From an optimization exercise on the open Yosys and OpenROAD flow, aimed at small area; shortcuts taken in it are not production practice. Function was checked by simulation only, so behaviour that the tests miss may differ from the original. Power and IR drop assume default switching activity.

===== design/flow/config.mk =====
export PLATFORM = sky130hd
export DESIGN_NAME = top
export DESIGN_NICKNAME = top
export VERILOG_FILES = /design/flow/design.v
export SDC_FILE = /design/flow/constraint.sdc
export NUM_CORES = 8
export LEC_CHECK = 0
export CAP_MARGIN = 20
export CORE_MARGIN = 2
export CORE_UTILIZATION = 70
export PLACE_DENSITY = 0.8
export SLEW_MARGIN = 20

===== design/flow/constraint.sdc =====
create_clock -name core_clock -period 10.0 [get_ports {clk}]
set_input_delay 2.0000 -clock core_clock [delete_from_list [all_inputs] [get_ports {clk}]]
set_output_delay 2.0000 -clock core_clock [all_outputs]
set_load 0.01 [all_outputs]

===== design/flow/design.v =====
module flex_counter
#(
    parameter  NUM_CNT_BITS = 4
)
(
    input logic clk, n_rst, clear, count_enable,
    input logic [NUM_CNT_BITS-1 : 0] rollover_val,
    output logic [NUM_CNT_BITS-1 : 0] count_out,
    output logic rollover_flag
);
    logic next_rollover_flag;
    logic [NUM_CNT_BITS-1 : 0] next_count_out;
    always_ff @ (posedge clk, negedge n_rst) begin
        if(n_rst == 0) begin
            count_out <= 0;
            rollover_flag <= 0;
        end
        else begin
            count_out <= next_count_out;
            rollover_flag <= next_rollover_flag;
        end
    end
    always_comb begin
        if(clear) begin
            next_count_out = 0;
        end
        else begin
            if(count_enable) begin
                if(count_out == rollover_val) begin
                    next_count_out = 1;
                end
                else begin
                    next_count_out = count_out + 1;
                end
            end
            else begin
                next_count_out = count_out;
            end
        end
    end
    always_comb begin
        if(clear) begin
            next_rollover_flag = 0;
        end
        else begin
            if(rollover_val == next_count_out) begin
                next_rollover_flag = 1;
            end
            else begin
                next_rollover_flag = 0;
            end
        end
    end
endmodule
module sync_high
(
    input logic clk, n_rst, async_in,
    output logic sync_out
);
    logic temp;
    always_ff @( posedge clk, negedge n_rst ) begin : Synchronizer
        if(n_rst == 1'b0) begin
            sync_out <= 1'b1;
            temp <= 1'b1;
        end
        else begin
            temp <= async_in;
            sync_out <= temp;
        end
    end
endmodule
module sync_low
(
    input logic clk, n_rst, async_in,
    output logic sync_out
);
    logic temp;
    always_ff @( posedge clk, negedge n_rst ) begin : Synchronizer
        if(n_rst == 1'b0) begin
            sync_out <= 1'b0;
            temp <= 1'b0;
        end
        else begin
            temp <= async_in;
            sync_out <= temp;
        end
    end
endmodule
module eop_detector
(
    input logic clk, n_rst, dp_sync, dm_sync,
    output logic eop
);
    assign eop = (!dm_sync && !dp_sync);
endmodule
module edge_detector
(
    input logic clk, n_rst, dp_sync,
    output logic d_edge
);
    logic dp_temp;
    assign d_edge = (!dp_sync & dp_temp);
    always_ff @( posedge clk, negedge n_rst ) begin : Synchronizer
        if(n_rst == 1'b0) begin
            dp_temp <= 1'b1;
        end
        else begin
            dp_temp <= dp_sync;
        end
    end
endmodule
module decoder
(
    input logic clk, n_rst, dp_sync, eop, shift_enable,
    output logic d_orig
);
    logic temp_mid, temp_end, next_temp_end;
    assign d_orig = !(temp_mid ^ temp_end);
    always_ff @( posedge clk, negedge n_rst ) begin : Synchronizer
        if(n_rst == 1'b0) begin
            temp_mid <= 1'b1;
            temp_end <= 1'b1;
        end
        else begin
            temp_mid <= dp_sync;
            temp_end <= next_temp_end;
        end
    end
    always_comb begin
        if(shift_enable) begin
            if(eop) begin
                next_temp_end = 1'b1;
            end
            else begin
                next_temp_end = temp_mid;
            end
        end
        else begin
            next_temp_end = temp_end;
        end
    end
endmodule
module timer
(   
    input logic clk, n_rst, d_edge, rcving,
    output logic shift_enable, byte_received
);
    logic nxt_shift_enable;
    logic [3:0] count, nxt_count;
    always_ff @( posedge clk, negedge n_rst ) begin
        if(!n_rst) begin
            count <= 4'd5;
            shift_enable <= 1'b0;
        end
        else begin
            count <= nxt_count;
            shift_enable <= nxt_shift_enable;
        end
    end
    always_comb begin
        nxt_count = count;
        if(d_edge) begin
            nxt_count = 4'd5;
        end
        else if(rcving) begin
            if(count == 4'd8)begin
                nxt_count = 4'd1;
            end
            else begin
                nxt_count = count + 4'd1;
            end
        end
    end
    always_comb begin
        nxt_shift_enable = 1'b0;
        if(d_edge) begin
            nxt_shift_enable = 1'b0;
        end
        else if(nxt_count == 4'd8) begin
            nxt_shift_enable = 1'b1;
        end
        else begin
            nxt_shift_enable = 1'b0;
        end
    end
    flex_counter #( .NUM_CNT_BITS(4)) bit_counter (.clk(clk), .n_rst(n_rst), .clear(byte_received || !rcving), .count_enable(shift_enable), .rollover_val(4'd8), 
                                .rollover_flag(byte_received), .count_out());
endmodule
module shift_register
(
    input logic clk, n_rst, d_orig, shift_enable,
    output logic [7:0] data
);
    always_ff @(posedge clk) begin
        if (shift_enable) data <= {d_orig, data[7:1]};
    end
endmodule
module rcu (
    input logic clk, n_rst, d_edge, eop, shift_enable, byte_received, buff_full,
    input logic [5:0] buffer_occupancy,
    input logic [7:0] data, 
    output logic rcving, w_enable, r_error, flush, data_en, buff_clear, data_ready,
    output logic [2:0] pid
);
    localparam SYNC_BYTE = 8'b10000000;
    typedef enum logic [4:0] { IDLE, EIDLE, SYNC, PID_CHK, DATA_RCV, DATA_LOAD, LOAD_WAIT, BUFF_CLEAR, INC_PCKT, ERR, EOP_WAIT, EEOP_WAIT, ADDR_CHK, ENDP1, ENDP2, ENDP_CHK, CRC_RCV, DATA_READY, PRE_EOP_WAIT } states;
    states state, nxt_state;
    logic nxt_w_enable, nxt_r_error, nxt_flush, nxt_data_en, nxt_buff_clear, nxt_data_ready;
    logic [2:0] nxt_pid;
    always_ff @( posedge clk, negedge n_rst ) begin
        if(!n_rst) begin
            state <= IDLE;
            w_enable <= 0;
            r_error <= 0;
            flush <= 0;
            data_en <= 0;
            buff_clear <= 0;
            data_ready <= 0;
            pid <= 3'b0;
        end
        else begin
            state <= nxt_state;
            w_enable <= nxt_w_enable;
            r_error <= nxt_r_error;
            flush <= nxt_flush;
            data_en <= nxt_data_en;
            buff_clear <= nxt_buff_clear;
            data_ready <= nxt_data_ready;
            pid <= nxt_pid;
        end
    end
    always_comb begin
        nxt_state = state;
        case(state) 
            IDLE: if(d_edge) nxt_state = SYNC;
            EIDLE: if(d_edge) nxt_state = SYNC;
            SYNC: begin
                if((eop && shift_enable)) nxt_state = EOP_WAIT;
                else if((data == SYNC_BYTE) && byte_received) nxt_state = PID_CHK;
                else if((data != SYNC_BYTE) && byte_received) nxt_state = ERR;
            end
            PID_CHK: begin
                if(byte_received) begin
                    if((data[3:0] == 4'b0011) || (data[3:0] == 4'b1011)) nxt_state = DATA_RCV;
                    else if((data[3:0] == 4'b0001) || (data[3:0] == 4'b1001)) nxt_state = ADDR_CHK;
                    else if((data[3:0] == 4'b0010) || (data[3:0] == 4'b1010) || (data[3:0] == 4'b1110)) nxt_state = PRE_EOP_WAIT;
                    else nxt_state = ERR;
                end
            end
            DATA_RCV:begin
                if(eop && byte_received) nxt_state = DATA_LOAD;
                else if(eop && shift_enable) nxt_state = INC_PCKT;
                else if(buff_full) nxt_state = DATA_LOAD;
            end
            DATA_LOAD: begin
                if(eop && shift_enable) nxt_state = EOP_WAIT;
                else nxt_state = LOAD_WAIT;
            end
            LOAD_WAIT: if(shift_enable) nxt_state = BUFF_CLEAR;
            BUFF_CLEAR: begin
                if(eop) nxt_state = EOP_WAIT;
                else if(shift_enable) nxt_state = DATA_RCV;
            end
            INC_PCKT: if(eop && shift_enable) nxt_state = EIDLE;
            ERR: if(eop && shift_enable) nxt_state = EEOP_WAIT;
            PRE_EOP_WAIT: begin
                if(!eop && shift_enable) nxt_state = ERR;
                else if(eop && shift_enable) nxt_state = EOP_WAIT;
            end
            EOP_WAIT: begin
                if(!eop && shift_enable) nxt_state = ERR;
                else if(eop && shift_enable) nxt_state = DATA_READY;
            end
            EEOP_WAIT: begin
                if(!eop && shift_enable) nxt_state = ERR;
                else if(eop && shift_enable) nxt_state = EIDLE;
            end
            ADDR_CHK: begin
                if(byte_received && (data == 8'b0)) nxt_state = ENDP1;
                else if(byte_received && !(data == 8'b0)) nxt_state = ERR;
            end
            ENDP1: if(shift_enable) nxt_state = ENDP2;
            ENDP2: if(shift_enable) nxt_state = ENDP_CHK;
            ENDP_CHK: begin
                if(shift_enable) begin
                    if((data[7:5] == 3'b0)) nxt_state = CRC_RCV;
                    else nxt_state = ERR;
                end 
            end
            CRC_RCV: if(eop && shift_enable) nxt_state = EOP_WAIT;
            DATA_READY: nxt_state = IDLE;
        endcase
    end
    always_comb begin
        nxt_data_en = 1'b0;
        nxt_buff_clear = 1'b0;
        nxt_data_ready = 1'b0;
        nxt_pid = pid;
        rcving = 1'b1;
        nxt_w_enable = w_enable;
        nxt_r_error = r_error;
        nxt_flush = flush;
        case(state)
            IDLE: begin
                rcving = 1'b0;
                nxt_w_enable = 1'b0;
                nxt_r_error = 1'b0;
                nxt_flush = 1'b0;
                nxt_pid = 3'b0;
            end
            EIDLE: begin
                rcving = 1'b0;
                nxt_w_enable = 1'b0;
                nxt_r_error = 1'b1;
                nxt_flush = 1'b0;
                nxt_pid = 3'b0;
            end
            SYNC: begin
                rcving = 1'b1;
                nxt_w_enable = 1'b0;
                nxt_r_error = 1'b0;
                nxt_flush = 1'b1;
                nxt_pid = 3'b0;
            end
            PID_CHK: begin
                rcving = 1'b1;
                nxt_w_enable = 1'b0;
                nxt_r_error = 1'b0;
                nxt_flush = 1'b0;
                if(byte_received) begin
                    case(data[3:0])
                        4'b0001: nxt_pid = 3'b001;
                        4'b1001: nxt_pid = 3'b010;
                        4'b0011: nxt_pid = 3'b011;
                        4'b1011: nxt_pid = 3'b100;
                        4'b0010: nxt_pid = 3'b101;
                        4'b1010: nxt_pid = 3'b110;
                        4'b1110: nxt_pid = 3'b111;
                        default: nxt_pid = 3'b000;
                    endcase
                end
            end
            DATA_RCV: begin
                rcving = 1'b1;
                nxt_w_enable = 1'b0;
                nxt_r_error = 1'b0;
                nxt_flush = 1'b0;
                nxt_pid = pid;
                nxt_data_en = 1'b1;
            end
            DATA_LOAD: begin
                rcving = 1'b1;
                nxt_w_enable = 1'b1;
                nxt_r_error = 1'b0;
                nxt_flush = 1'b0;
                nxt_pid = pid;
                nxt_data_en = 1'b1;
            end
            LOAD_WAIT: nxt_w_enable = 1'b0;
            BUFF_CLEAR: nxt_buff_clear = 1'b1;
            ERR: begin
                rcving = 1'b1;
                nxt_w_enable = 1'b0;
                nxt_r_error = 1'b1;
                nxt_flush = 1'b0;
                nxt_pid = pid;
            end
            INC_PCKT: begin
                rcving = 1'b1;
                nxt_w_enable = 1'b1;
                nxt_r_error = 1'b1;
                nxt_flush = 1'b0;
                nxt_pid = pid;
            end
            EOP_WAIT: begin
                rcving = 1'b1;
                nxt_w_enable = 1'b0;
                nxt_r_error = 1'b0;
                nxt_flush = 1'b0;
                nxt_pid = pid;
            end
            EEOP_WAIT: begin
                rcving = 1'b1;
                nxt_w_enable = 1'b0;
                nxt_r_error = 1'b1;
                nxt_flush = 1'b0;
                nxt_pid = pid;
            end
            CRC_RCV: begin
                rcving = 1'b1;
                nxt_w_enable = 1'b0;
                nxt_r_error = 1'b0;
                nxt_flush = 1'b0;
                nxt_pid = pid;
            end
            DATA_READY: nxt_data_ready = 1'b1;
        endcase
    end
endmodule
module rx_data_buffer
(
    input logic clk, n_rst, byte_received, data_en, buff_clear,
    input logic [7:0] data,
    output logic buff_full,
    output logic [31:0] rcv_data
);
    logic [2:0] count, nxt_count;
    logic [31:0] nxt_rcv_data;
    always_ff @( posedge clk, negedge n_rst ) begin : Synchronizer
        if(n_rst == 1'b0) begin
            rcv_data <= 32'b0;
            count <= 3'b0;
        end
        else begin
            rcv_data <= nxt_rcv_data;
            count <= nxt_count;
        end
    end
    always_comb begin
        nxt_rcv_data = rcv_data;
        if(byte_received && data_en) begin
            nxt_rcv_data = {data, rcv_data[31:8]};
        end
        else if(buff_clear) begin
            nxt_rcv_data = 32'b0;
        end
    end
    always_comb begin
        buff_full = 1'b0;
        if(count == 3'd4) begin
            buff_full = 1'b1;
        end
    end
    always_comb begin
        nxt_count = count;
        if(byte_received && data_en) begin
            nxt_count = count + 1;
        end
        else if(count == 3'd4) begin
            nxt_count = 2'b0;
        end
    end
endmodule
module usb_receiver(
    input logic clk, n_rst, dp_i, dm_i, 
    input logic [5:0] buffer_occupancy,
    output logic w_enable, rcving, r_error, flush, data_ready,
    output logic [2:0] pid,
    output logic [31:0] rcv_data
);
    logic dp_sync, dm_sync, eop, d_orig, d_edge, shift_enable, byte_received, buff_full, data_en, buff_clear;
    logic [7:0] data;
    sync_high high_synchonizer ( .clk(clk), .n_rst(n_rst), .async_in(dp_i), .sync_out(dp_sync) );
    sync_low low_synchonizer ( .clk(clk), .n_rst(n_rst), .async_in(dm_i), .sync_out(dm_sync) );
    eop_detector eop_detc ( .clk(clk), .n_rst(n_rst), .dp_sync(dp_sync), .dm_sync(dm_sync), .eop(eop) );
    edge_detector edge_detc ( .clk(clk), .n_rst(n_rst), .dp_sync(dp_sync), .d_edge(d_edge) );
    decoder decode ( .clk(clk), .n_rst(n_rst), .dp_sync(dp_sync), .eop(eop), .shift_enable(shift_enable), .d_orig(d_orig) );
    timer time_block ( .clk(clk), .n_rst(n_rst), .d_edge(d_edge), .rcving(rcving), .shift_enable(shift_enable), .byte_received(byte_received) );
    shift_register shift_reg ( .clk(clk), .n_rst(n_rst), .d_orig(d_orig), .shift_enable(shift_enable), .data(data) );
    rcu controller ( .clk(clk), .n_rst(n_rst), .d_edge(d_edge), .eop(eop), .shift_enable(shift_enable), .byte_received(byte_received), .buff_full(buff_full), .data(data), .data_ready(data_ready),
                     .buffer_occupancy(buffer_occupancy), .rcving(rcving), .w_enable(w_enable), .buff_clear(buff_clear), .r_error(r_error), .flush(flush), .data_en(data_en), .pid(pid) );
    rx_data_buffer data_buffer ( .clk(clk), .n_rst(n_rst), .byte_received(byte_received), .data_en(data_en), .buff_clear(buff_clear), .data(data), .buff_full(buff_full), .rcv_data(rcv_data) );
endmodule
module usb_tx (
    input logic [5:0] buffer_occupancy,
    input logic clk, n_rst,
    input logic [7:0] tx_packet_data,
    input logic [2:0] tx_packet,
    output logic tx_transfer_active, tx_error, dplus_out, dminus_out, get_tx_packet_data
);
    logic busy, eop1;             
    logic dtype;                  
    logic [1:0] stg;              
    logic [5:0] ph;               
    logic [6:0] hcnt;             
    logic [1:0] held;             
    logic [1:0] pidc;             
    logic [1:0] enc;              
    wire cmd_ok = (tx_packet != 3'd0) && (tx_packet <= 3'd4);
    wire idle = !busy && !eop1;
    wire start = idle && cmd_ok;
    wire check = busy && (ph == 6'd1) && (stg[1] && (stg[0] || !dtype));
    wire send_eop = (check && (buffer_occupancy == 6'd0)) || eop1;
    assign tx_error = 1'b0;
    assign tx_transfer_active = busy || eop1;
    assign get_tx_packet_data = busy && (ph == 6'd63) && (stg != 2'd0);
    logic [7:0] cur_byte;
    always_comb begin
        case (stg)
            2'd0: cur_byte = 8'h80;
            2'd1: case (pidc)
                      2'd0: cur_byte = 8'b0000_0011;
                      2'd1: cur_byte = 8'b0000_0010;
                      2'd2: cur_byte = 8'b0000_1010;
                      default: cur_byte = 8'b0000_1110;
                  endcase
            default: cur_byte = tx_packet_data;
        endcase
    end
    wire sbit = cur_byte[ph[5:3]];
    wire tick = busy && (ph[2:0] == 3'd2);
    always_ff @(posedge clk) begin
        if (start) begin
            dtype <= (tx_packet == 3'd1);
            ph <= 6'd0;
            stg <= 2'd0;
        end else begin
            ph <= ph + 6'd1;
            if (ph == 6'd63 && stg != 2'd3) stg <= stg + 2'd1;
        end
        if (busy && ph == 6'd0 && stg == 2'd1) pidc <= held;
        if (cmd_ok && hcnt == 7'd0) held <= tx_packet[1:0] - 2'd1;
    end
    always_ff @(posedge clk, negedge n_rst) begin
        if (!n_rst) begin
            busy <= 1'b0;
            eop1 <= 1'b0;
            hcnt <= 7'd0;
            enc <= 2'd0;
        end else begin
            eop1 <= check && (buffer_occupancy == 6'd0);
            if (start) busy <= 1'b1;
            else if (check && (buffer_occupancy == 6'd0)) busy <= 1'b0;
            if (hcnt == 7'd0) begin
                if (cmd_ok) hcnt <= 7'd1;
            end else if (hcnt == 7'd70) hcnt <= 7'd0;
            else hcnt <= hcnt + 7'd1;
            case (enc)
                2'd0: if (tick) enc <= sbit ? 2'd2 : 2'd1;
                2'd1: if (send_eop) enc <= 2'd3; else if (!sbit && tick) enc <= 2'd2;
                2'd2: if (send_eop) enc <= 2'd3; else if (!sbit && tick) enc <= 2'd1;
                default: if (!send_eop) enc <= 2'd0;
            endcase
        end
    end
    assign dplus_out = (enc == 2'd0) || (enc == 2'd2);
    assign dminus_out = (enc == 2'd1);
endmodule
module data_buffer_tx #(parameter BW = 8) (
    input logic store_tx_data, clear, get_tx_packet_data, clk, n_rst,
    input logic [4*BW-1:0] tx_data,
    input logic [1:0] hsize,
    output logic [BW-1:0] tx_packet_data,
    output logic [5:0] buffer_occupancy
);
    logic [6:0] wp;
    logic [5:0] rp;
    logic lapped;
    logic [3:0] wf;
    logic [BW-1:0] data_out;
    logic [BW-1:0] mem [64];
    wire [5:0] wa = wp[5:0];
    wire full  = (rp == 6'd63);
    wire empty = (wp == 7'd0);
    wire wr_data = store_tx_data && (hsize != 2'd0);
    wire adv = wr_data && !full;
    wire rget = get_tx_packet_data && !full && !empty;
    wire [2:0] k = (hsize == 2'd3) ? 3'd4 : (hsize == 2'd2) ? 3'd2 : 3'd1;
    wire [6:0] wa_sum = {1'b0, wa} + {4'd0, k};
    wire lapped_n = lapped || wa_sum[6];
    logic [BW-1:0] lane [4];
    always_comb begin
        for (int m = 0; m < 4; m++) lane[m] = tx_data[BW * ((m - wa[1:0]) & 3) +: BW];
    end
    logic [63:0] woh, wen;
    always_comb begin
        woh = 64'd1 << wa;
        for (int j = 0; j < 64; j++)
            wen[j] = wr_data && (woh[j] || (hsize[1] && woh[(j + 63) % 64])
                                 || (hsize == 2'd3 && (woh[(j + 62) % 64] || woh[(j + 61) % 64])));
    end
    always_ff @(posedge clk) begin
        for (int j = 0; j < 64; j++) begin
            if (wen[j]) mem[j] <= lane[j & 3];
        end
    end
    wire [5:0] ro = rp - wa;
    wire rvalid = (ro < 6'd4) ? wf[ro[1:0]] : (lapped || (rp < wa));
    logic [63:0] rsel;
    logic [BW-1:0] rbyte;
    always_comb begin
        rsel = rvalid ? (64'd1 << rp) : 64'd0;
        rbyte = '0;
        for (int i = 0; i < 64; i++) rbyte = rbyte | ({BW{rsel[i]}} & mem[i]);
    end
    always_ff @(posedge clk) begin
        if (!clear) data_out <= rbyte;
        if (get_tx_packet_data) tx_packet_data <= data_out;
    end
    always_ff @(posedge clk, negedge n_rst) begin
        if (!n_rst) begin
            wp <= '0;
            rp <= '0;
            lapped <= 1'b0;
            wf <= '0;
        end else begin
            if (clear) begin
                wp <= '0;
                rp <= '0;
                lapped <= 1'b0;
                wf <= '0;
            end else begin
                if (rget) rp <= rp + 6'd1;
                if (adv) begin
                    wp <= wp + {4'd0, k};
                    lapped <= lapped_n;
                    for (int o = 0; o < 4; o++) begin
                        if (o + k < 4) wf[o] <= wf[o + k];
                        else wf[o] <= lapped_n || ({1'b0, wa_sum[5:0]} + 7'(o) >= 7'd64);
                    end
                end else begin
                    for (int o = 0; o < 4; o++) if (o < k) wf[o] <= wr_data;
                end
            end
        end
    end
    logic [2:0] ev;
    always_comb begin
        if (clear) ev = 3'd6;
        else ev = (adv ? k : 3'd0) - {2'd0, rget};
    end
    localparam int DLY = 65;
    logic [2:0] dline [DLY];
    always_ff @(posedge clk) begin
        dline[0] <= ev;
        for (int i = 1; i < DLY; i++) dline[i] <= dline[i - 1];
    end
    logic [6:0] cnt;
    wire [2:0] old_ev = dline[DLY - 1];
    always_ff @(posedge clk, negedge n_rst) begin
        if (!n_rst) begin
            cnt <= '0;
            buffer_occupancy <= '0;
        end else begin
            if (cnt != 7'(DLY)) cnt <= cnt + 7'd1;
            else if (old_ev == 3'd6) buffer_occupancy <= '0;
            else buffer_occupancy <= buffer_occupancy + ((old_ev == 3'd7) ? 6'h3f : {3'd0, old_ev});
        end
    end
endmodule
module data_buffer_rx #(parameter DW = 32) (
    input logic get_rx_data, store_rx_packet_data, flush, clk, n_rst,
    input logic [DW-1:0] rx_packet_data,
    output logic [DW-1:0] rx_data,
    output logic [5:0] buffer_occupancy_rx
);
    logic [6:0] wp;
    logic [5:0] rp;
    logic lapped, wvalid;
    logic [5:0] rp_q;             
    logic rv_q;                   
    logic [5:0] wa_q;             
    logic we_q;                   
    logic [DW-1:0] mem [64];
    wire full  = (rp == 6'd63);
    wire empty = (wp == 7'd0);
    wire [5:0] wa = wp[5:0];
    wire advance = store_rx_packet_data && !full;
    wire rvalid = (rp == wa) ? wvalid : (lapped || (rp < wa));
    always_ff @(posedge clk) begin
        if (we_q) mem[wa_q] <= rx_packet_data;
        wa_q <= wa;
    end
    logic [63:0] rsel;
    logic [DW-1:0] data_out;
    always_comb begin
        rsel = rv_q ? (64'd1 << rp_q) : 64'd0;
        data_out = '0;
        for (int i = 0; i < 64; i++) data_out = data_out | ({DW{rsel[i]}} & mem[i]);
    end
    always_ff @(posedge clk, negedge n_rst) begin
        if (!n_rst) begin
            wp <= '0;
            rp <= '0;
            lapped <= 1'b0;
            wvalid <= 1'b0;
            rp_q <= '0;
            rv_q <= 1'b0;
            we_q <= 1'b0;
            rx_data <= '0;
        end else begin
            rx_data <= get_rx_data ? data_out : rx_packet_data;
            we_q <= store_rx_packet_data && !flush;
            if (flush) begin
                wp <= '0;
                rp <= '0;
                lapped <= 1'b0;
                wvalid <= 1'b0;
            end else begin
                rp_q <= rp;
                rv_q <= rvalid;
                if (advance) begin
                    wp <= wp + 7'd1;
                    lapped <= lapped || (wa == 6'd63);
                    wvalid <= lapped || (wa == 6'd63);
                end else begin
                    wvalid <= store_rx_packet_data;
                end
                if (get_rx_data && !full && !empty) rp <= rp + 6'd1;
            end
        end
    end
    assign buffer_occupancy_rx = wa - rp;
endmodule
module ahb_lite_slave
(
    input logic clk,
    input logic n_rst,
    input logic hsel, hwrite,
    input logic [1:0] hsize, htrans,
    input logic [3:0] haddr,
    input logic [31:0] hwdata,
    input logic [2:0] rx_packet,
    input logic rx_data_ready, rx_transfer_active, rx_error,
    input logic tx_transfer_active, tx_error,
    input logic [5:0] buffer_occupancy,
    input logic [31:0] rx_data,
    output logic [31:0] hrdata,
    output logic hresp,
    output logic [1:0] hsize_out,
    output logic [2:0] tx_packet,
    output logic get_rx_data, store_tx_data, clear,
    output logic [31:0] tx_data,
    output logic d_mode
);
    logic reg_hsel, reg_hwrite;
    logic [1:0] reg_hsize;
    logic [3:0] reg_haddr;
    assign d_mode = 1'b0;
    wire wr = reg_hsel && reg_hwrite && (reg_hsize != 2'd0);
    wire wr_data = wr && (reg_haddr[3:2] == 2'b00);
    wire wr_ctrl = wr && (reg_haddr == 4'd12);
    wire wr_flush = wr && (reg_haddr == 4'd13);
    wire hw_hi_zero = (hwdata[31:3] == 29'd0);
    wire cmd_ok = hw_hi_zero && (hwdata[2:0] != 3'd0) && (hwdata[2:0] <= 3'd4);
    logic [3:0] lanes;
    always_comb begin
        case (reg_hsize)
            2'd3: lanes = 4'b1111;
            2'd2: lanes = reg_haddr[1] ? 4'b1100 : 4'b0011;
            2'd1: lanes = 4'b0001 << reg_haddr[1:0];
            default: lanes = 4'b0000;
        endcase
    end
    wire [31:0] wdata = (reg_hsize == 2'd3) ? hwdata :
                        (reg_hsize == 2'd2) ? {2{hwdata[15:0]}} : {4{hwdata[7:0]}};
    wire rd = hsel && !hwrite;
    wire raw = (reg_haddr == haddr) && reg_hwrite;
    wire [31:0] src = raw ? hwdata : rx_data;
    logic [3:0] pid_status;
    always_comb begin
        pid_status = 4'd0;
        case (rx_packet)
            3'b010: pid_status[0] = 1'b1;
            3'b001: pid_status[1] = 1'b1;
            3'b101: pid_status[2] = 1'b1;
            3'b110: pid_status[3] = 1'b1;
            default: ;
        endcase
    end
    logic [31:0] next_hrdata;
    always_comb begin
        next_hrdata = '0;
        if (rd && hsize != 2'd0) begin
            if (haddr[3:2] == 2'b00) begin
                case (hsize)
                    2'd3: next_hrdata = src;
                    2'd2: next_hrdata[15:0] = haddr[0] ? src[31:16] : src[15:0];
                    default: next_hrdata[7:0] = src[8 * haddr[1:0] +: 8];
                endcase
            end else if (haddr == 4'd12 || haddr == 4'd13) begin
                if (raw) next_hrdata = hwdata;
                else if (haddr[0]) next_hrdata[0] = clear;
                else next_hrdata[2:0] = tx_packet;
            end else if (!raw) begin
                case (haddr)
                    4'd4: next_hrdata[9:0] = (hsize == 2'd1) ? {5'b00000, pid_status, rx_data_ready}
                                                            : {tx_transfer_active, rx_transfer_active, 3'b000, pid_status, rx_data_ready};
                    4'd5: next_hrdata[9:0] = (hsize == 2'd1) ? {9'd0, tx_transfer_active}
                                                            : {tx_transfer_active, rx_transfer_active, 3'b000, pid_status, rx_data_ready};
                    4'd6: next_hrdata[7:0] = {tx_error, 6'b0, rx_error};
                    4'd7: next_hrdata[7:0] = (hsize == 2'd1) ? 8'd0 : {tx_error, 6'b0, rx_error};
                    4'd8: next_hrdata[5:0] = buffer_occupancy;
                    default: ;
                endcase
            end
        end
    end
    always_comb begin
        hresp = 1'b0;
        if (haddr == 4'd9 || haddr == 4'd10 || haddr == 4'd11 || haddr == 4'd14 || haddr == 4'd15) hresp = 1'b1;
        if (hwrite && haddr >= 4'd4 && haddr <= 4'd8) hresp = 1'b1;
    end
    always_ff @(posedge clk) begin
        reg_hsize <= hsize;
        reg_haddr <= haddr;
        hsize_out <= reg_hsize;
    end
    always_ff @(posedge clk, negedge n_rst) begin
        if (!n_rst) begin
            reg_hsel <= 1'b0;
            reg_hwrite <= 1'b0;
            hrdata <= '0;
            tx_packet <= '0;
            get_rx_data <= 1'b0;
            store_tx_data <= 1'b0;
            clear <= 1'b0;
            tx_data <= '0;
        end else begin
            reg_hsel <= hsel;
            reg_hwrite <= hwrite;
            hrdata <= next_hrdata;
            tx_packet <= (wr_ctrl && cmd_ok) ? hwdata[2:0] : 3'd0;
            store_tx_data <= wr_ctrl && hw_hi_zero && (hwdata[2:0] == 3'd1);
            get_rx_data <= rd && (haddr[3:2] == 2'b00);
            if (wr_flush) clear <= hwdata[0];
            for (int i = 0; i < 4; i++)
                if (wr_data && lanes[i]) tx_data[8 * i +: 8] <= wdata[8 * i +: 8];
        end
    end
endmodule
module top
(
	input logic clk, 
    input logic n_rst,
    input logic hsel, hwrite, 
    input logic [1:0] hsize, htrans,
    input logic [3:0] haddr, 
    input logic [31:0] hwdata,
    input logic dplus_i, dminus_i,
    output logic [31:0] hrdata,
    output logic hresp, d_mode,
    output logic dplus_o, dminus_o
);
logic [2:0] rx_packet;
logic rx_data_ready, rx_transfer_active, rx_error;
logic store_rx_packet, flush_rx2ahb;
logic [31:0] rx_packet_data;  
logic tx_error, tx_transfer_active;
logic get_tx_packet_data;
logic [2:0] tx_packet;
logic get_rx_data, store_tx_data;
logic [31:0] tx_data;
logic clear_ahb2buffer;
logic [31:0] rx_data;
logic [7:0] tx_packet_data;
logic [5:0] buffer_occupancy_rx;
logic [5:0] buffer_occupancy_tx;
logic [1:0] hsize_out;
ahb_lite_slave BUS( 
                .clk(clk), 
                .n_rst(n_rst), 
                .hsel(hsel), 
                .haddr(haddr), 
                .hsize(hsize), 
                .htrans(htrans), 
                .hwrite(hwrite), 
                .hwdata(hwdata), 
                .hrdata(hrdata), 
                .hresp(hresp),
                .rx_packet(rx_packet),
                .rx_data_ready(rx_data_ready),
                .rx_transfer_active(rx_transfer_active),
                .rx_error(rx_error),
                .tx_packet(tx_packet),
                .tx_transfer_active(tx_transfer_active),
                .tx_error(tx_error),
                .buffer_occupancy(buffer_occupancy_tx),
                .rx_data(rx_data),
                .get_rx_data(get_rx_data),
                .store_tx_data(store_tx_data),
                .tx_data(tx_data),
                .clear(clear_ahb2buffer),
                .hsize_out(hsize_out),
                .d_mode(d_mode)
                );
usb_receiver RX(    
                .clk(clk), 
                .n_rst(n_rst), 
                .dp_i(dplus_i), 
                .dm_i(dminus_i),
                .buffer_occupancy(buffer_occupancy_rx),
                .pid(rx_packet),
                .data_ready(rx_data_ready),
                .rcving(rx_transfer_active),
                .r_error(rx_error),                  
                .flush(flush_rx2ahb),
                .w_enable(store_rx_packet),
                .rcv_data(rx_packet_data)
                );
usb_tx TX(  
            .clk(clk), 
            .n_rst(n_rst),
            .dplus_out(dplus_o),
            .dminus_out(dminus_o),
            .tx_transfer_active(tx_transfer_active),
            .tx_error(tx_error),
            .tx_packet(tx_packet),
            .tx_packet_data(tx_packet_data),
            .get_tx_packet_data(get_tx_packet_data),
            .buffer_occupancy(buffer_occupancy_tx)
        );
data_buffer_tx TXDBUFF(       
                    .clk(clk), 
                    .n_rst(n_rst),
                    .store_tx_data(store_tx_data), 
                    .clear(clear_ahb2buffer), 
                    .get_tx_packet_data(get_tx_packet_data), 
                    .tx_packet_data(tx_packet_data),
                    .tx_data(tx_data),
                    .hsize(hsize_out),
                    .buffer_occupancy(buffer_occupancy_tx)
                    );
data_buffer_rx RXDBUFF(       
                    .clk(clk), 
                    .n_rst(n_rst),
                    .rx_data(rx_data),
                    .get_rx_data(get_rx_data), 
                    .store_rx_packet_data(store_rx_packet), 
                    .flush(flush_rx2ahb), 
                    .rx_packet_data(rx_packet_data),
                    .buffer_occupancy_rx(buffer_occupancy_rx)
                    );
endmodule

===== design/flow/flow/run.sh =====
#!/bin/bash
# Layout flow: the standard synthesis; then its combinational logic is
# re-mapped for area (registers untouched): the read of the RX buffer into the
# RX data register is built from one-hot AND-OR cells (rxread.py), the rest is
# re-mapped with an area-oriented ABC script (remap.tcl), and the result is
# checked against the standard netlist (eqnet.tcl, with the same registers).
# Then the standard layout, with clock tree synthesis run without dummy loads
# and with larger sink clusters, and the smallest buffer on the ports.
set -euo pipefail
W=$PWD
R=$W/orfs/results/$FLOW_PLATFORM/top/base
PLAT=$FLOW_HOME/platforms/$FLOW_PLATFORM
YOSYS=$(command -v yosys || echo $FLOW_HOME/../tools/install/yosys/bin/yosys)

# 1. standard synthesis only
bash standard.sh $R/1_2_yosys.v > synth.log 2>&1
cp $R/1_2_yosys.v $W/std_netlist.v

# 2. re-map
export LIBFILE=$PLAT/lib/sky130_fd_sc_hd__tt_025C_1v80.lib
export DONT_USE=$(sed -n '/DONT_USE_CELLS +=/,/^$/p' $PLAT/config.mk | grep -o 'sky130_fd_sc_hd__[a-z0-9_]*' | tr '\n' ' ')
export TOP=$FLOW_TOP ABCSCRIPT=$W/flow/area.abc
final=$W/std_netlist.v
if python3 $W/flow/rxread.py $W/std_netlist.v $W/surg_netlist.v $W/rxread_hm.v $W/rxread_stub.v > rxread.log 2>&1 \
   && STUB=$W/rxread_stub.v NETLIST=$W/surg_netlist.v OUT=$W/surg_remap.v $YOSYS -c $W/flow/remap.tcl > remap_surg.log 2>&1 \
   && NETLIST=$W/surg_remap.v MODULE=$W/rxread_hm.v OUT=$W/remap_netlist.v $YOSYS -c $W/flow/merge.tcl > merge.log 2>&1 \
   && A=$W/std_netlist.v B=$W/remap_netlist.v $YOSYS -c $W/flow/eqnet.tcl > eqnet.log 2>&1; then
  final=$W/remap_netlist.v
elif NETLIST=$W/std_netlist.v OUT=$W/remap_plain.v $YOSYS -c $W/flow/remap.tcl > remap_plain.log 2>&1 \
   && A=$W/std_netlist.v B=$W/remap_plain.v $YOSYS -c $W/flow/eqnet.tcl > eqnet_plain.log 2>&1; then
  final=$W/remap_plain.v
fi
echo "netlist: $final"
cp $final $R/1_2_yosys.v
touch $R/1_2_yosys.v

# 3. the rest of the standard layout
export BUFFER_PORTS_ARGS="-buffer_cell sky130_fd_sc_hd__buf_1"
export CTS_ARGS="-sink_clustering_enable -repair_clock_nets -dont_use_dummy_load -sink_clustering_size 25 -sink_clustering_max_diameter 80"
bash standard.sh > layout.log 2>&1

===== design/flow/flow/area.abc =====
&get -n
&st
&dch -f
&nf -p -R 1000 -F 8 -A 4 -E 100 -C 32
&st
&dch -f
&nf -p -R 1000 -F 8 -A 4 -E 100 -C 32
&put
topo

===== design/flow/flow/eqnet.tcl =====
# combinational equivalence of two netlists with the same registers
set lib $::env(LIBFILE)
yosys read_liberty -ignore_miss_func $lib
yosys read_verilog $::env(A)
yosys rename $::env(TOP) gold
yosys read_verilog $::env(B)
yosys rename $::env(TOP) gate
yosys hierarchy -check
yosys flatten
yosys opt_clean
yosys async2sync
yosys equiv_make gold gate equiv
yosys equiv_simple -seq 1
yosys equiv_status -assert

===== design/flow/flow/merge.tcl =====
# Put the hand-mapped module into the re-mapped netlist and flatten it.
yosys read_liberty -lib $::env(LIBFILE)
yosys read_verilog $::env(NETLIST) $::env(MODULE)
yosys hierarchy -top $::env(TOP)
yosys flatten
yosys opt_clean -purge
yosys tee -o $::env(OUT).stat stat -liberty $::env(LIBFILE)
yosys check -assert -mapped
yosys write_verilog -noattr -nohex -nodec $::env(OUT)

===== design/flow/flow/remap.tcl =====
# Re-map the combinational logic of the standard synthesis netlist with an
# area-oriented ABC script. Register instances (names and cell types) are kept.
set lib $::env(LIBFILE)
yosys read_liberty -ignore_miss_func $lib
yosys blackbox sky130_fd_sc_hd__df* sky130_fd_sc_hd__edf* sky130_fd_sc_hd__sdf* sky130_fd_sc_hd__sedf* sky130_fd_sc_hd__dl*
if {[info exists ::env(STUB)]} { yosys read_verilog $::env(STUB) }
yosys read_verilog $::env(NETLIST)
yosys hierarchy -top $::env(TOP)
yosys flatten
yosys opt_clean -purge
yosys techmap
yosys opt -fast
set du {}
foreach c $::env(DONT_USE) { lappend du -dont_use $c }
yosys abc -script $::env(ABCSCRIPT) -liberty $lib {*}$du
yosys read_liberty -lib -overwrite $lib
yosys splitnets
yosys opt_clean -purge
yosys hilomap -singleton -hicell sky130_fd_sc_hd__conb_1 HI -locell sky130_fd_sc_hd__conb_1 LO
yosys tee -o $::env(OUT).stat stat -liberty $lib
yosys check -assert -mapped
yosys write_verilog -noattr -nohex -nodec $::env(OUT)

===== design/flow/flow/rxread.py =====
#!/usr/bin/env python3
"""Replace the logic that feeds the RX data register (rx_data) with a hand-mapped
one-hot AND-OR read of the RX buffer storage.

Usage: rxread.py IN.v OUT.v MODULE.v STUB.v

rx_data[b] <= get_rx_data ? (OR_i sel_i & mem[i][b]) : rcv_data[b]
sel_i = rv_q & (rp_q == i)

The flops are found by instance name. The old logic is left unconnected, so the
next synthesis step removes it.
"""
import re, sys

src, out, modf, stubf = sys.argv[1:5]
text = open(src).read()

inst_re = re.compile(r'^\s*(sky130_fd_sc_hd__\w+)\s+(\\\S+|\w+)\s*\((.*?)\);', re.S | re.M)
pin_re = re.compile(r'\.(\w+)\((.*?)\)\s*(?:,|$)', re.S)

def pins(body):
    return {p: n.strip() for p, n in pin_re.findall(body)}

q = {}      # flop instance base name -> Q net
dpos = {}   # rx_data bit -> (start, end) of the D connection text
for m in inst_re.finditer(text):
    cell, name, body = m.group(1), m.group(2), m.group(3)
    if not name.startswith('\\'):
        continue
    base = name[1:].split('$')[0]
    p = pins(body)
    if 'Q' in p:
        q[base] = p['Q']
    mm = re.match(r'RXDBUFF\.rx_data\[(\d+)\]$', base)
    if mm:
        dm = re.search(r'\.D\((.*?)\)', body)
        s = m.start(3) + dm.start(1)
        dpos[int(mm.group(1))] = (s, m.start(3) + dm.end(1))

W = len(dpos)
assert W == 32, W
def Q(name):
    n = q[name]
    return n + ' ' if n.startswith('\\') else n
mem = [[Q(f'RXDBUFF.mem[{i}][{b}]') for b in range(W)] for i in range(64)]
rpq = [Q(f'RXDBUFF.rp_q[{k}]') for k in range(6)]
rvq = Q('RXDBUFF.rv_q')
get = Q('BUS.get_rx_data')
rcv = [Q(f'RX.data_buffer.rcv_data[{b}]') for b in range(W)]

# rewire the D inputs (from the end, so positions stay valid)
for b in sorted(dpos, key=lambda b: dpos[b][0], reverse=True):
    s, e = dpos[b]
    text = text[:s] + f'rxread_d[{b}]' + text[e:]
# instance of the hand-mapped read
ports = ['d', 'mem', 'rpq', 'rvq', 'get', 'rcv']
conn = (f'  wire [{W-1}:0] rxread_d;\n'
        f'  rxread_hm u_rxread (.d(rxread_d), '
        f'.mem({{{", ".join(mem[i][b] for i in reversed(range(64)) for b in reversed(range(W)))}}}), '
        f'.rpq({{{", ".join(reversed(rpq))}}}), .rvq({rvq}), .get({get}), '
        f'.rcv({{{", ".join(reversed(rcv))}}}));\n')
i = text.rindex('endmodule')
text = text[:i] + conn + text[i:]
open(out, 'w').write(text)

hdr = (f'module rxread_hm(d, mem, rpq, rvq, get, rcv);\n'
       f'  output [{W-1}:0] d;\n  input [{64*W-1}:0] mem;\n  input [5:0] rpq;\n'
       f'  input rvq;\n  input get;\n  input [{W-1}:0] rcv;\n')
open(stubf, 'w').write('(* blackbox *)\n' + hdr + 'endmodule\n')

L = [hdr]
n = [0]
def cell(t, **p):
    n[0] += 1
    L.append(f'  sky130_fd_sc_hd__{t} c{n[0]} ({", ".join(f".{k}({v})" for k, v in p.items())});\n')
def wire(w):
    L.append(f'  wire {w};\n')
    return w
# select decode: sel_i = rv & lo[i%8] & hi[i/8]
nr = [wire(f'nr{k}') for k in range(6)]
for k in range(6):
    cell('inv_1', A=f'rpq[{k}]', Y=nr[k])
def bitv(k, v):
    return f'rpq[{k}]' if v else nr[k]
nlo = [wire(f'nlo{j}') for j in range(8)]
nhi = [wire(f'nhi{j}') for j in range(8)]
for j in range(8):
    cell('nand3_1', A=bitv(0, j & 1), B=bitv(1, j >> 1 & 1), C=bitv(2, j >> 2 & 1), Y=nlo[j])
    cell('nand4_1', A='rvq', B=bitv(3, j & 1), C=bitv(4, j >> 1 & 1), D=bitv(5, j >> 2 & 1), Y=nhi[j])
sel = [wire(f'sel{i}') for i in range(64)]
for i in range(64):
    cell('nor2_1', A=nlo[i % 8], B=nhi[i // 8], Y=sel[i])
ngt = wire('ngt')
cell('inv_1', A='get', Y=ngt)
def m(i, b):
    return f'mem[{i * W + b}]'
for b in range(W):
    g = []
    for k in range(21):
        w = wire(f'g{b}_{k}')
        i = 3 * k
        cell('a222oi_1', A1=sel[i], A2=m(i, b), B1=sel[i + 1], B2=m(i + 1, b), C1=sel[i + 2], C2=m(i + 2, b), Y=w)
        g.append(w)
    w = wire(f'g{b}_21')
    cell('nand2_1', A=sel[63], B=m(63, b), Y=w)
    g.append(w)
    p = []
    for k in range(5):
        w = wire(f'p{b}_{k}')
        cell('nand4_1', A=g[4 * k], B=g[4 * k + 1], C=g[4 * k + 2], D=g[4 * k + 3], Y=w)
        p.append(w)
    w = wire(f'p{b}_5')
    cell('nand2_1', A=g[20], B=g[21], Y=w)
    p.append(w)
    q0 = wire(f'q{b}_0'); q1 = wire(f'q{b}_1')
    cell('nor3_1', A=p[0], B=p[1], C=p[2], Y=q0)
    cell('nor3_1', A=p[3], B=p[4], C=p[5], Y=q1)
    # d = get ? ~(q0 & q1) : rcv
    nrc = wire(f'nrcv{b}')
    cell('inv_1', A=f'rcv[{b}]', Y=nrc)
    cell('a32oi_1', A1='get', A2=q0, A3=q1, B1=ngt, B2=nrc, Y=f'd[{b}]')
L.append('endmodule\n')
open(modf, 'w').write(''.join(L))

===== design/flow/standard.sh =====
#!/bin/bash
# synth_recipe.tcl (not shown) runs the flow's synth.tcl, then flattens the netlist and writes it again
# the make line also repeats each setting of config.mk as NAME=value (left out here)
make -C /OpenROAD-flow-scripts/flow DESIGN_CONFIG=/design/flow/config.mk WORK_HOME=/design/flow/orfs CLKGATE_MAP_FILE= SYNTH_SCRIPT=/design/flow/synth_recipe.tcl "${@:-finish}"

==> summary.md, run 1 <==
| Metric | Value |
|---|---|
| Top Ports | 82 |
| Fillers | about 8.3k |
| Required time worst endpoint | 8000 ps |
| Die X | ~400 um |
| Die height | slightly below 400 um |
| Die area | ~160000 um^2 |
| Mapped Area | roughly 110000 um^2 |
| CTS sink cnt | slightly above 3k |
| Startpoint class of the critical path | primary input |
| Post-synthesis cell count | 5884 |
| Port buffer count | slightly below 80 |
| Period utilization | 0.533 |
| Met1 WL | ~100000 um |
| Dpl hpwl | ~180000 um |
| Mapped Nets | 5930 |
| Reg2Reg Depth | 9 |
| Max-cap violation count | 0 |
| Area grow syn2layout | 8.65% |
| Longest Clk Path Bufs | 3 |
| Slew @ Worst Pin | 1340 ps |
| Worst setup margin | 4670 ps |
| Total GRT Usage | 0.396 |
| Setup CP Type | primary input to output port |
| R2r setup slk | slightly above 5000 ps |
| Hold Path End | TXDBUFF.dline[21][0]$_DFF_P_ |
| Root Driver | clkbuf_16 |
| Fin Clk Skew | 100 ps |
| Clock Latency Late Sink | between 800 and 900 ps |
| Worst-path clk slew | about 90 ps |
| Post_cts resized | 0 |
| WL met2 | roughly 150000 um |
| Largest net degree at the start of global routing | 84 |
| RSZ-0062 raised after global routing | false |
| Worst relative slew slack | 0.0972 |
| Routability cong. | between 1 and 1.5 |
| Initial DRC count | approximately 14k |
| Floorplan row count | 143 |
| Status | timing/DRC/antenna clean |
| Yosys warns | 16 |
| Antenna-violating nets left | 0 |
| CTS tree | built |
| Antenna violations before repair | 16 |
| CP Capture Type | output port |
| Final net count | between 6k and 7k |
| H-tree levels | 4 |
| Routed wire length | around 310000 um |
| Routed vias | roughly 66k |
| Number of global-route vias before repair | 61.7k |
| Metal3 WL | about 47000 um |
| Final core utilization | 0.767 |
| Routed wire per std cell | around 37 um |
| Via/cell ratio | around 7.8 |
| Initial Util | 0.706 |
| Hold path cells | 0 |
| Worst VDD drop | approximately 0.27 mV |
| Tot Pwr | 21800 uW |
| Peak Freq | around 0.19 GHz |
| Layout cells sized above 1 | 0.0967 |
| Gr ovfl total | 0 |
| Pwr/cell area | between 150 and 200 nW/um^2 |
| Highest metal used | met5 |
| Worst min-delay path category | flip-flop to flip-flop |
| Fin. max-slew vios | 0 |
| Core Box Area | approximately 150000 um^2 |
| Critical hold path startpoint | TXDBUFF.dline[20][0]$_DFF_P_ |
| Reported leakage power | 0.0346 uW |
| DRC violations left | 0 |
| Worst flop-to-flop path endpoint | TXDBUFF.data_out[0]$_DFFE_PN_ |
| Worst EP arrival | between 3000 and 4000 ps |
| Hold buffers post-CTS | 0 |
| Final hold violation count | 0 |
| Post-CTS setup buffer count | 0 |
| First-pass GRT wire length | around 440000 um |
| Reg-to-reg startpoint | TXDBUFF.rp[2]$_DFFE_PN0P_ |
| Worst hold slack | ~300 ps |
| Final worst path period need | roughly 5300 ps |
| Router iterations before antenna repair | 11 |
| Setup-failing EPs final | 0 |
| Inserted Clock Buffers | between 100 and 150 |
| Syn avg cell area | 18.3 um^2 |
| Pre-CTS setup slack | about 4300 ps |
| CP Max Fanout | 11 |
| Setup TNS | 0 ps |
worst max-delay path: stages:
cell,delay [ps]
buf_1,410
nor2_1,290
nor3_1,410
buf_1,210
per-layer routing:
layer / GRT usage / up-vias
met2: 0.623 / 5816
li1: - / 26306
met4: 0.176 / 10
met5: 0 / -
met1: 0.542 / 32659
met3: 0.0893 / 837
per-stage QoR:
stage               area [um^2]  std cells
finish                   117000       8384
floorplan                107000       5884
CTS                      117000       8371
global route             117000       8372
global placement         113000       8222
detailed placement       113000       8225
power by group:
part	internal, uW	total [uW]	switching (uW)
registers	14000	14200	235
clock network	2610	6220	3610
logic	330	1380	1050
placed cells by master (no fill, tap or decap), types with 14 or more instances in the layout:
cell	n
edfxtp_1	2589
a222oi_1	734
nand2_1	256
nor2_1	242
buf_4	229
dfxtp_1	217
dfrtp_1	196
nand4_1	188
a21oi_1	164
clkbuf_16	146
nor3_1	117
o21ai_0	111
a22oi_1	87
buf_1	77
nor2_2	69
nor2_4	67
nand3_1	55
clkinv_1	53
a221oi_1	50
a32oi_1	49
mux2i_1	44
a22o_1	42
o22ai_1	41
inv_1	39
dfrtp_2	32
nor4_1	32
nand2b_1	30
xnor2_1	29
nor2b_1	25
a31oi_1	22
o31ai_1	22
mux2_1	20
and3_1	18
nor3_2	16
mux4_2	15
and2_0	14
worst max-delay path by stage:
stage,endpoint,start,cells after the start
after floorplan,BUS.hrdata[2]$_DFF_PN0_,haddr[1],9
after global placement,BUS.hrdata[2]$_DFF_PN0_,haddr[1],12
after detailed placement,BUS.hrdata[2]$_DFF_PN0_,haddr[1],12
after CTS,hresp,haddr[3],4
after global routing,hresp,haddr[3],4
final,hresp,haddr[3],4
registers in the layout, summed over array words and instances, names as in the netlist, 7 cells and up:
name and flops:
BUS.hrdata 32, TXDBUFF.wp 7, TXDBUFF.data_out 8, TXDBUFF.dline 195
BUS.tx_data 32, TXDBUFF.tx_packet_data 8, RXDBUFF.mem 2048, TXDBUFF.cnt 7
TX.hcnt 7, TXDBUFF.mem 512, RX.shift_reg.data 8, RXDBUFF.wp 7
RX.data_buffer.rcv_data 32, RXDBUFF.rx_data 32
area by class of cell:
cell class / count / area, um^2 / area share
inverter: 92 / 345 / 0.00296
multi-input combinational: 2752 / 20100 / 0.172
clock buffer: 146 / 3650 / 0.0313
sequential: 3040 / 88000 / 0.753
timing repair buffer: 312 / 2120 / 0.0182
tap: 2030 / 2540 / 0.0218
antenna: 12 / 30.0 / 0.000257
==> inputs of run 2 (changes only) <==
--- a/design/flow/design.v
+++ b/design/flow/design.v
@@ -660,6 +660,11 @@
     always_ff @(posedge clk) begin
         if (we_q) mem[wa_q] <= rx_packet_data;
         wa_q <= wa;
+        we_q <= store_rx_packet_data && !flush;
+        if (!flush) begin
+            rp_q <= rp;
+            rv_q <= rvalid;
+        end
     end
     logic [63:0] rsel;
     logic [DW-1:0] data_out;
@@ -674,21 +679,15 @@
             rp <= '0;
             lapped <= 1'b0;
             wvalid <= 1'b0;
-            rp_q <= '0;
-            rv_q <= 1'b0;
-            we_q <= 1'b0;
             rx_data <= '0;
         end else begin
             rx_data <= get_rx_data ? data_out : rx_packet_data;
-            we_q <= store_rx_packet_data && !flush;
             if (flush) begin
                 wp <= '0;
                 rp <= '0;
                 lapped <= 1'b0;
                 wvalid <= 1'b0;
             end else begin
-                rp_q <= rp;
-                rv_q <= rvalid;
                 if (advance) begin
                     wp <= wp + 7'd1;
                     lapped <= lapped || (wa == 6'd63);
==> design/flow/flow/area.abc (replaced) <==
&get -n
&st
&deepsyn -T 180
&dch -f
&nf -p -R 1000 -F 8 -A 4 -E 100 -C 32
&st
&dch -f
&nf -p -R 1000 -F 8 -A 4 -E 100 -C 32
&put
topo
==> run 2 against run 1 <==
Net effect:
- via count down 3.2%
- clock skew fell by 21 ps
- critical path type unchanged
- register-to-register slack better by 140 ps
- wire length fell by 1.5%
- die area shrank 1.4%
- still clean
- largest power group unchanged
==> summary.md, run 2 <==
| Metric | Value |
|---|---|
| CP dominant cell by count | buf_1 (unchanged) |
| Initial Util | 0.706 (about the same) |
| Required time worst endpoint | 8000 ps (about the same) |
| CP max stage cell | buf_1 (unchanged) |
| Tot Pwr | 23100 uW (was 21800 uW) |
| Startpoint class of the critical path | primary input (unchanged) |
| RSZ-0062 raised after global routing | false (unchanged) |
| Final net count | 6081 (was 6390) |
| R2r setup slk | 5210 ps (was 5070 ps) |
| Met1 WL | 97400 um (was 102000 um) |
| Crit-path max cell delay | 320 ps (was 410 ps) |
| Gr ovfl total | 0 (unchanged) |
| Inserted Clock Buffers | 144 (was 146) |
| Max reg flops | 2048 (unchanged) |
| CTS sink cnt | 3040 (unchanged) |
| Reg-to-reg startpoint | TXDBUFF.rp[0]$_DFFE_PN0P_ (was TXDBUFF.rp[2]$_DFFE_PN0P_) |
| Layout cells sized above 1 | 0.106 (was 0.0967) |
| Die area | 154000 um^2 (was 157000 um^2) |
| Number of global-route vias before repair | 59.3k (was 61.7k) |
| Most frequent cells in the layout | 2596 x edfxtp_1, 761 x a222oi_1, 226 x buf_4 (was 2589 x edfxtp_1, 734 x a222oi_1, 256 x nand2_1) |
| Clock Latency Late Sink | 810 ps (was 820 ps) |
| Port buffer count | 78 (unchanged) |
| WL met2 | 138000 um (was 147000 um) |
| CTS tree | built (unchanged) |
| Placed insts | 7894 (was 8225) |
| Total GRT Usage | 0.400 (was 0.396) |
| Routed wire length | 308000 um (was 313000 um) |
| Reg2Reg Depth | 10 (was 9) |
| Fin area | 115000 um^2 (was 117000 um^2) |
| Worst flop-to-flop path endpoint | TXDBUFF.data_out[7]$_DFFE_PN_ (was TXDBUFF.data_out[0]$_DFFE_PN_) |
| DRC violations left | 0 (unchanged) |
| Worst hold slack | 314 ps (was 303 ps) |
| Max-cap violation count | 0 (unchanged) |
| Final worst path period need | 5260 ps (was 5330 ps) |
| CP endpoint | hresp (unchanged) |
| Router iterations before antenna repair | 12 (was 11) |
| Post-synthesis cell count | 5561 (was 5884) |
| Commonest non-fill, non-tap cell in the layout | edfxtp_1 (unchanged) |
| Via/cell ratio | 7.88 (was 7.83) |
| Largest net degree at the start of global routing | 154 (was 84) |
| Switching Share | 0.255 (was 0.225) |
| Worst min-delay path category | flip-flop to flip-flop (unchanged) |
| Die X | 393 um (was 396 um) |
| DP Area | 112000 um^2 (was 113000 um^2) |
| Combinational power share | 0.114 (was 0.064) |
| Area grow syn2layout | 9.00% (was 8.65%) |
| Routability cong. | 1.08 (was 1.01) |
| Post_cts resized | 0 (unchanged) |
| Top Ports | 82 (unchanged) |
| Worst EP arrival | 3260 ps (was 3330 ps) |
| Critical path, cell by cell | buf_1 -> clkinv_1 -> nand3_1 -> o21ai_0 -> a21oi_1 -> buf_1 (was buf_1 -> nor2_1 -> nor3_1 -> buf_1) |
| Pwr/cell area | 200 nW/um^2 (was 187 nW/um^2) |
| Most flops, register | RXDBUFF.mem (unchanged) |
| Reported leakage power | 0.0358 uW (was 0.0346 uW) |
| Clk network pwr share | 0.268 (was 0.285) |
| Metal3 WL | 51000 um (was 46700 um) |
| Worst setup path startpoint | haddr[1] (was haddr[3]) |
| Final hold violation count | 0 (unchanged) |
| Internal Power | 17200 uW (was 16900 uW) |
| Reg power frac | 0.618 (was 0.651) |
| Setup-failing EPs final | 0 (unchanged) |
| Routed vias | 63.5k (was 65.6k) |
| Longest Clk Path Bufs | 3 (unchanged) |
| Post-CTS setup buffer count | 0 (unchanged) |
| Fin. max-slew vios | 0 (unchanged) |
| Antenna violations before repair | 16 (unchanged) |
| CP Capture Type | output port (unchanged) |
| Mapped Area | 106000 um^2 (was 107000 um^2) |
| Biggest regs | RXDBUFF.mem x2048, TXDBUFF.mem x512, TXDBUFF.dline x195 (unchanged) |
| Syn avg cell area | 19.0 um^2 (was 18.3 um^2) |
| H-tree levels | 4 (unchanged) |
| Root Driver | clkbuf_16 (unchanged) |
| Family with the most delay on the worst path | buffers and inverters (was simple AND/OR/NAND/NOR gates) |
| Dpl hpwl | 181000 um (about the same) |
| CP Max Fanout | 8 (was 11) |
| Setup TNS | 0 ps (unchanged) |
| CP Depth | 6 (was 4) |
| Yosys warns | 16 (unchanged) |
| Mapped Nets | 5607 (was 5930) |
| Worst VDD drop | 0.218 mV (was 0.269 mV) |
| Buf+Inv Stages, Crit Path | 3 (was 2) |
| Worst relative slew slack | 0.0801 (was 0.0972) |
| Die height | 393 um (was 396 um) |
| Status | timing/DRC/antenna clean (unchanged) |
| Highest metal used | met5 (unchanged) |
| Initial DRC count | 14.1k (was 13.9k) |
| Setup CP Type | primary input to output port (unchanged) |
| Worst-path clk slew | 90 ps (about the same) |
| Core Box Area | 150000 um^2 (was 152000 um^2) |
| Final Non-Filler Cells | 8056 (was 8384) |
| Period utilization | 0.526 (was 0.533) |
| Floorplan row count | 142 (was 143) |
| Antenna-violating nets left | 0 (unchanged) |
| First-pass GRT wire length | 432000 um (was 441000 um) |
| Peak Freq | 0.190 GHz (was 0.188 GHz) |
| Hold buffers post-CTS | 0 (unchanged) |
| Switching power total | 5890 uW (was 4900 uW) |
| Fin Clk Skew | 79.1 ps (was 100 ps) |
| Routed wire per std cell | 38.2 um (was 37.3 um) |
| Slew @ Worst Pin | 1370 ps (was 1340 ps) |
==> run 2: area by class of cell <==
cell class	instances	area, um^2
Tap cell	2016	2520
Inverter	91	342
Timing Repair Buffer	328	2530
Sequential cell	3040	88000
Multi-Input combinational cell	2430	18400
Fill cell	8075	34700
Clock buffer	144	3600
Antenna cell	7	17.5
==> run 2: worst min-delay path by stage <==
stage | depth (start not counted) | start | endpoint
floorplan | 0 | TXDBUFF.dline[9][0]$_DFF_P_ | TXDBUFF.dline[10][0]$_DFF_P_
global placement | 0 | TXDBUFF.dline[21][0]$_DFF_P_ | TXDBUFF.dline[22][0]$_DFF_P_
detailed placement | 0 | TXDBUFF.dline[42][2]$_DFF_P_ | TXDBUFF.dline[43][2]$_DFF_P_
CTS | 0 | TXDBUFF.dline[0][2]$_SDFF_PP1_ | TXDBUFF.dline[1][2]$_DFF_P_
global route | 0 | TXDBUFF.dline[10][2]$_DFF_P_ | TXDBUFF.dline[11][2]$_DFF_P_
finish | 0 | TXDBUFF.dline[0][2]$_SDFF_PP1_ | TXDBUFF.dline[1][2]$_DFF_P_
==> run 2: power groups by stage <==
stage          sequential (uW)  combinational, uW  clock [uW]
2_1_floorplan            14500                971           0
3_3_place_gp             14500               2320           0
3_5_place_dp             14500               2390           0
4_1_cts                  14300               2400        6130
5_1_grt                  14300               2560        6530
6_report                 14300               2620        6180
==> run 2: metal layers <==
| metal | vias up | global-route usage |
|---|---|---|
| met2 | 6093 | 0.601 |
| li1 | 25126 | - |
| met1 | 31335 | 0.543 |
| met5 | - | 0 |
| met3 | 957 | 0.112 |
| met4 | 6 | 0.211 |
==> run 2: metrics by stage <==
step,setup slack (ps),utilization
finish,4740,0.769
global route,4670,0.769
CTS,4740,0.767
detailed placement,4750,0.743
global placement,4820,0.741
floorplan,4870,-
==> run 2: worst register-to-register path: stages, from the launching register on <==
cell and delay, ps:
dfrtp_1 680, clkinv_1 380, nand3_1 490, nor2_1 80, buf_4 220, a222oi_1 930, nand4_1 540, or4_1 660
nor4_1 240, buf_4 220, nor2_1 70

==> port drivers added, routing unchanged <==
In the flow no input, the clock included, has a driving cell. The finished layouts below were timed again as built, in two steps. Step 1: set_driving_cell puts a clkbuf_16 on clk and a buf_2 on each other input, an assumption about the parent block. Step 2, shift: input delay + t, output delay - t, t = (earliest + latest rising clock arrival at the registers) / 2. This alone moves slack from input paths to output paths. a / b / c = ideal / step 1 / step 2; a / b = the first two.
run	t, ns	setup slack, ns	hold WS [ns]	clock arrival spread, ns
run 1	0.871	4.671 / 4.621 / 4.234	0.303 / 0.303 / 0.303	0.107 / 0.107
run 2	0.871	4.741 / 4.715 / 4.715	0.314 / 0.314 / 0.314	0.103 / 0.103
After both steps setup and hold are still met in every run listed. The setup slack of run 1, which loses most, moves by -0.050 ns with the drivers and by -0.437 ns with both steps.
